From an optimization exercise on the open Yosys and OpenROAD flow, aimed at a short achievable clock period and few clock cycles; shortcuts taken in it are not production practice.
Power is estimated from default activity; no workload was simulated.

== run A ==
==> flow/design.v <==
module PMIPSL0(
	imemaddr,	 
	dmemaddr,	 
	dmemwdata,	 
	dmemwrite,	 
	dmemread,	 
	clock,
	imemrdata,	 
	dmemrdata,	 
	reset		 
	);
output [15:0] imemaddr;
output [15:0] dmemaddr;
output [15:0] dmemwdata;
output dmemwrite;
output dmemread;
input [16:0] imemrdata;
input [15:0] dmemrdata;
input clock;
input reset;
parameter NB = 4;	 
localparam NBW = (NB > 1) ? $clog2(NB) : 1;
integer i;
function [15:0] ksadd;
	input [15:0] a;
	input [15:0] b;
	input cin;
	reg [15:0] g, p, gg, pp, g2, p2;
	integer k, d;
	begin
		g = a & b;
		p = a ^ b;
		gg = g;
		pp = p;
		gg[0] = g[0] | (p[0] & cin);
		for (d = 1; d < 16; d = d * 2) begin
			g2 = gg;
			p2 = pp;
			for (k = d; k < 16; k = k + 1) begin
				g2[k] = gg[k] | (pp[k] & gg[k-d]);
				p2[k] = pp[k] & pp[k-d];
			end
			gg = g2;
			pp = p2;
		end
		ksadd = p ^ {gg[14:0], cin};
	end
endfunction
reg [15:1] pc;
reg        id_valid;
reg [16:0] id_ins;
reg [15:1] id_pc;
reg [15:1] id_pc2;
reg        id_pred;		 
reg [15:1] id_ptgt;		 
reg        ex_rw;		 
reg        ex_load;
reg        ex_store;
reg [2:0]  ex_dest;
reg        ex_cbeq;		 
reg        ex_chk;		 
reg [15:1] ex_tgt;
reg [15:1] ex_ptgt;
reg [15:0] ex_a, ex_b, ex_sd;
reg        ex_sel_sum, ex_sel_diff, ex_sel_slt, ex_sel_and;
reg        m_rw;
reg        m_load;
reg        m_store;
reg [2:0]  m_dest;
reg [15:0] m_res;
reg [15:0] m_sd;
reg [15:0] rf [1:7];
wire [15:0] m_wdata = m_load ? dmemrdata : m_res;
always @(posedge clock)
	if (reset) begin
		for (i = 1; i < 8; i = i + 1) rf[i] <= 16'd0;
	end else if (m_rw)
		rf[m_dest] <= m_wdata;
wire [3:0] op = id_ins[16:13];
wire [2:0] rs = id_ins[12:10];
wire [2:0] rt = id_ins[9:7];
wire [2:0] rd = id_ins[6:4];
wire [15:0] simm = {{9{id_ins[6]}}, id_ins[6:0]};
wire d_rtype = (op == 4'd0) | (op == 4'd1) | (op == 4'd2);
wire d_lw    = (op == 4'd3);
wire d_sw    = (op == 4'd4);
wire d_beq   = (op == 4'd5);
wire d_addi  = (op == 4'd6);
wire d_andi  = (op == 4'd7);
wire d_same  = (rs == rt);
wire d_ubeq  = d_beq & d_same;
wire d_cbeq  = d_beq & ~d_same;
wire d_use_rs = d_rtype | d_lw | d_sw | d_cbeq | d_addi | d_andi;
wire d_use_rt = d_rtype | d_sw | d_cbeq;
wire [2:0] d_dest = d_rtype ? rd : rt;
wire d_rw = (d_rtype | d_lw | d_addi | d_andi) & (d_dest != 3'd0);
wire d_imm = d_lw | d_sw | d_addi | d_andi;
wire [15:1] d_btgt = id_pc2 + simm[14:0];
wire stall = id_valid & ex_load & ex_rw &
	((d_use_rs & (rs == ex_dest)) | (d_use_rt & (rt == ex_dest)));
wire id_redirect = id_valid & ~stall & (d_ubeq ^ id_pred);
wire [15:1] id_rtgt = d_ubeq ? d_btgt : id_pc2;
wire [15:0] rf_a = (rs == 3'd0) ? 16'd0 : rf[rs];
wire [15:0] rf_b = (rt == 3'd0) ? 16'd0 : rf[rt];
wire [15:0] v_a = (m_rw & (m_dest == rs)) ? m_wdata : rf_a;
wire [15:0] v_b = (m_rw & (m_dest == rt)) ? m_wdata : rf_b;
wire f_a = ex_rw & (ex_dest == rs);
wire f_b = ex_rw & (ex_dest == rt);
wire [15:0] A = ex_a;
wire [15:0] B = ex_b;
wire [15:0] sum  = ksadd(A, B, 1'b0);
wire [15:0] diff = ksadd(A, ~B, 1'b1);
wire [15:0] alu = ({16{ex_sel_sum}}  & sum)
                | ({16{ex_sel_diff}} & diff)
                | ({16{ex_sel_slt}}  & {15'd0, diff[15]})
                | ({16{ex_sel_and}}  & (A & B));
wire eq = (A == B);
wire ex_redirect = (ex_cbeq & eq) | (ex_chk & (ex_ptgt != ex_tgt));
reg [15:1] btb_tag [0:NB-1];
reg [15:1] btb_tgt [0:NB-1];
reg [NB-1:0] btb_v;
reg [NBW-1:0] btb_ptr;
reg        btb_hit;
reg [15:1] btb_target;
always @(*) begin
	btb_hit = 1'b0;
	btb_target = 15'd0;
	for (i = 0; i < NB; i = i + 1)
		if (btb_v[i] && btb_tag[i] == pc) begin
			btb_hit = 1'b1;
			btb_target = btb_target | btb_tgt[i];
		end
end
wire btb_we = id_valid & d_ubeq & ~id_pred;
always @(posedge clock)
	if (reset) begin
		btb_v <= 0;
		btb_ptr <= 0;
	end else if (btb_we) begin
		btb_v[btb_ptr] <= 1'b1;
		btb_ptr <= btb_ptr + 1'b1;
	end
always @(posedge clock)
	if (btb_we) begin
		btb_tag[btb_ptr] <= id_pc;
		btb_tgt[btb_ptr] <= d_btgt;
	end
wire [15:1] pc2 = pc + 15'd1;
wire [3:0] f_op = imemrdata[16:13];
wire f_j = f_op[3] & ~f_op[2] & ~(f_op[1] & f_op[0]);	 
wire [15:1] f_jtgt = {1'b0, pc2[15:14], imemrdata[11:0]};
wire f_pred = btb_hit & ~f_j;
always @(posedge clock)
	if (reset) pc <= 15'd0;
	else if (ex_redirect) pc <= ex_tgt;
	else if (id_redirect) pc <= id_rtgt;
	else if (stall) pc <= pc;
	else if (f_j) pc <= f_jtgt;
	else if (btb_hit) pc <= btb_target;
	else pc <= pc2;
assign imemaddr = {pc, 1'b0};
always @(posedge clock)
	if (reset | ex_redirect) id_valid <= 1'b0;
	else if (!stall) id_valid <= ~id_redirect;
always @(posedge clock)
	if (!stall) begin
		id_ins <= imemrdata;
		id_pc <= pc;
		id_pc2 <= pc2;
		id_pred <= f_pred;
		id_ptgt <= btb_target;
	end
wire id_go = id_valid & ~stall & ~ex_redirect;
always @(posedge clock)
	if (reset | ~id_go) begin
		ex_rw <= 1'b0;
		ex_load <= 1'b0;
		ex_store <= 1'b0;
		ex_cbeq <= 1'b0;
		ex_chk <= 1'b0;
	end else begin
		ex_rw <= d_rw;
		ex_load <= d_lw;
		ex_store <= d_sw;
		ex_cbeq <= d_cbeq;
		ex_chk <= id_pred & d_ubeq;
	end
always @(posedge clock) begin
	ex_dest <= d_dest;
	ex_tgt <= d_btgt;
	ex_ptgt <= id_ptgt;
	ex_a <= f_a ? alu : v_a;
	ex_b <= d_imm ? simm : (f_b ? alu : v_b);
	ex_sd <= f_b ? alu : v_b;
	ex_sel_sum  <= (op == 4'd0) | d_lw | d_sw | d_addi;
	ex_sel_diff <= (op == 4'd1);
	ex_sel_slt  <= (op == 4'd2);
	ex_sel_and  <= d_andi;
end
always @(posedge clock)
	if (reset) begin
		m_rw <= 1'b0;
		m_load <= 1'b0;
		m_store <= 1'b0;
	end else begin
		m_rw <= ex_rw;
		m_load <= ex_load;
		m_store <= ex_store;
	end
always @(posedge clock) begin
	m_dest <= ex_dest;
	m_res <= alu;
	m_sd <= ex_sd;
end
assign dmemaddr = m_res;
assign dmemwdata = m_sd;
assign dmemwrite = m_store;
assign dmemread = m_load;
endmodule
Settings: LEC_CHECK=0, ABC_CLOCK_PERIOD_IN_PS=2000, CAP_MARGIN=20, CORE_MARGIN=2, CORE_UTILIZATION=40, PLACE_DENSITY=0.6, SETUP_SLACK_MARGIN=5, SLEW_MARGIN=20, TNS_END_PERCENT=100; clock period 8.0 ns.
run.sh (not shown) runs the stock make flow with config.mk's settings and CLKGATE_MAP_FILE= SYNTH_SCRIPT=/design/flow/synth_recipe.tcl, a recipe that flattens the netlist after the stock synthesis.
Relative to run A, the following input files were edited for run B:
# run A
export LEC_CHECK = 0
export ABC_CLOCK_PERIOD_IN_PS = 2000
export CAP_MARGIN = 20
export CORE_MARGIN = 2
export CORE_UTILIZATION = 40
export PLACE_DENSITY = 0.6
export SETUP_SLACK_MARGIN = 5
export SLEW_MARGIN = 20
export TNS_END_PERCENT = 100
create_clock -name core_clock -period 8.0 [get_ports {clock}]
# run B
export LEC_CHECK = 0
export ABC_CLOCK_PERIOD_IN_PS = 2000
export CAP_MARGIN = 20
export CORE_MARGIN = 2
export CORE_UTILIZATION = 40
export PLACE_DENSITY = 0.6
export SLEW_MARGIN = 20
export TNS_END_PERCENT = 100
create_clock -name core_clock -period 8.0 [get_ports {clock}]
==> flow/flow/run.sh (new file) <==
#!/bin/bash
# Standard ORFS layout, with timing repair aimed below the real clock period
# (the SDC is unchanged; only repair_timing's setup margin is larger).
set -euo pipefail
MARGIN=${MARGIN:-5.6}
bash standard.sh SETUP_SLACK_MARGIN=$MARGIN TNS_END_PERCENT=100 finish > standard_flow.log 2>&1
==> flow/standard.sh (new file) <==
#!/bin/bash
# synth_recipe.tcl (not shown) runs the flow's synth.tcl, then flattens the netlist and writes it again
# the make line also repeats each setting of config.mk as NAME=value (left out here)
make -C /OpenROAD-flow-scripts/flow DESIGN_CONFIG=/design/flow/config.mk WORK_HOME=/design/flow/orfs CLKGATE_MAP_FILE= SYNTH_SCRIPT=/design/flow/synth_recipe.tcl "${@:-finish}"
removed: flow/run.sh
Results
- Per the comparison of run B with run A, post-route DRC violation count closely matched the old numbers; global-route usage saw an increase; detailed-routing wirelength on met1 grew by 3300 um; portion of total power attributed to combinational logic increased by 6.7 points relative to the old numbers.
- The launching instance or port of the critical path comes out id_ins[15] in one run and reset in the other, namely in run B and run A respectively.
- Run B: arrival time reported for the critical path endpoint higher than run A
- Summary of run B over run A: fill cell total of the finished layout dropped about 10%, non-clock buffer total of the final layout rose 221.
- A end of the critical path of rf[3][0] is what run A shows, while pc[15] belongs to run B.
- Having completed the whole flow, run B delivered a layout that passed the timing, DRC and antenna checks.
The following lists how run C was set up differently from run B:
==> flow/flow/run.sh <==
#!/bin/bash
# Standard ORFS layout (the standard.sh), with timing repair aimed below
# the real clock period (the SDC is unchanged; only repair_timing's setup
# margin is larger), port buffers of a plain buffer cell, and resizing not
# limited to cells of the same footprint.
set -euo pipefail
bash standard.sh SETUP_SLACK_MARGIN=5.6 TNS_END_PERCENT=100 \
  "BUFFER_PORTS_ARGS=-buffer_cell sky130_fd_sc_hd__buf_4" MATCH_CELL_FOOTPRINT=0 \
  finish > standard_flow.log 2>&1
Maximum fanout along the worst path (run C over run B): decrease, 4
Looking at cell leakage power across run C and run B, the one that comes out higher is run B.
Comparing run C and run B, the higher total track usage was measured on run B.
Run C against run B: final critical-path required period went up by 0.061 ns, top-level port count was more or less identical, area of all placed cells without fillers went down by 2.2%.
Function was not checked in any run of this note: the RTL went through the layout flow alone.

-- what the ideal ports hide --
In the flow no input, the clock included, has a driving cell. The finished layouts below were timed again as built, in two steps. Step 1 assumes that a clkbuf_16 drives the clock port and a buf_2 every other input. Step 2 adds t to the input delays and takes it off the output delays; t is the mean of the earliest and latest rising clock arrival at the registers after step 1. Input paths then give back, and output paths get back, about the clock's delay inside the block. Slacks: ideal ports / drivers / drivers and shift; pairs: ideal ports / drivers.
| run | shift t [ns] | setup WS [ns] | clock arrival spread, ns | worst register clock-pin slew, ns |
|---|---|---|---|---|
| run A | 0.661 | 5.013 / 4.994 / 4.388 | 0.037 / 0.038 | 0.07 / 0.07 |
| run B | 0.643 | 5.221 / 5.196 / 4.769 | 0.027 / 0.027 | 0.07 / 0.07 |
| run C | 0.652 | 5.160 / 5.153 / 4.801 | 0.022 / 0.022 | 0.07 / 0.07 |
After both steps setup and hold are still met in every run listed. The setup slack of run A, which loses most, moves by -0.019 ns with the drivers and by -0.625 ns with both steps.
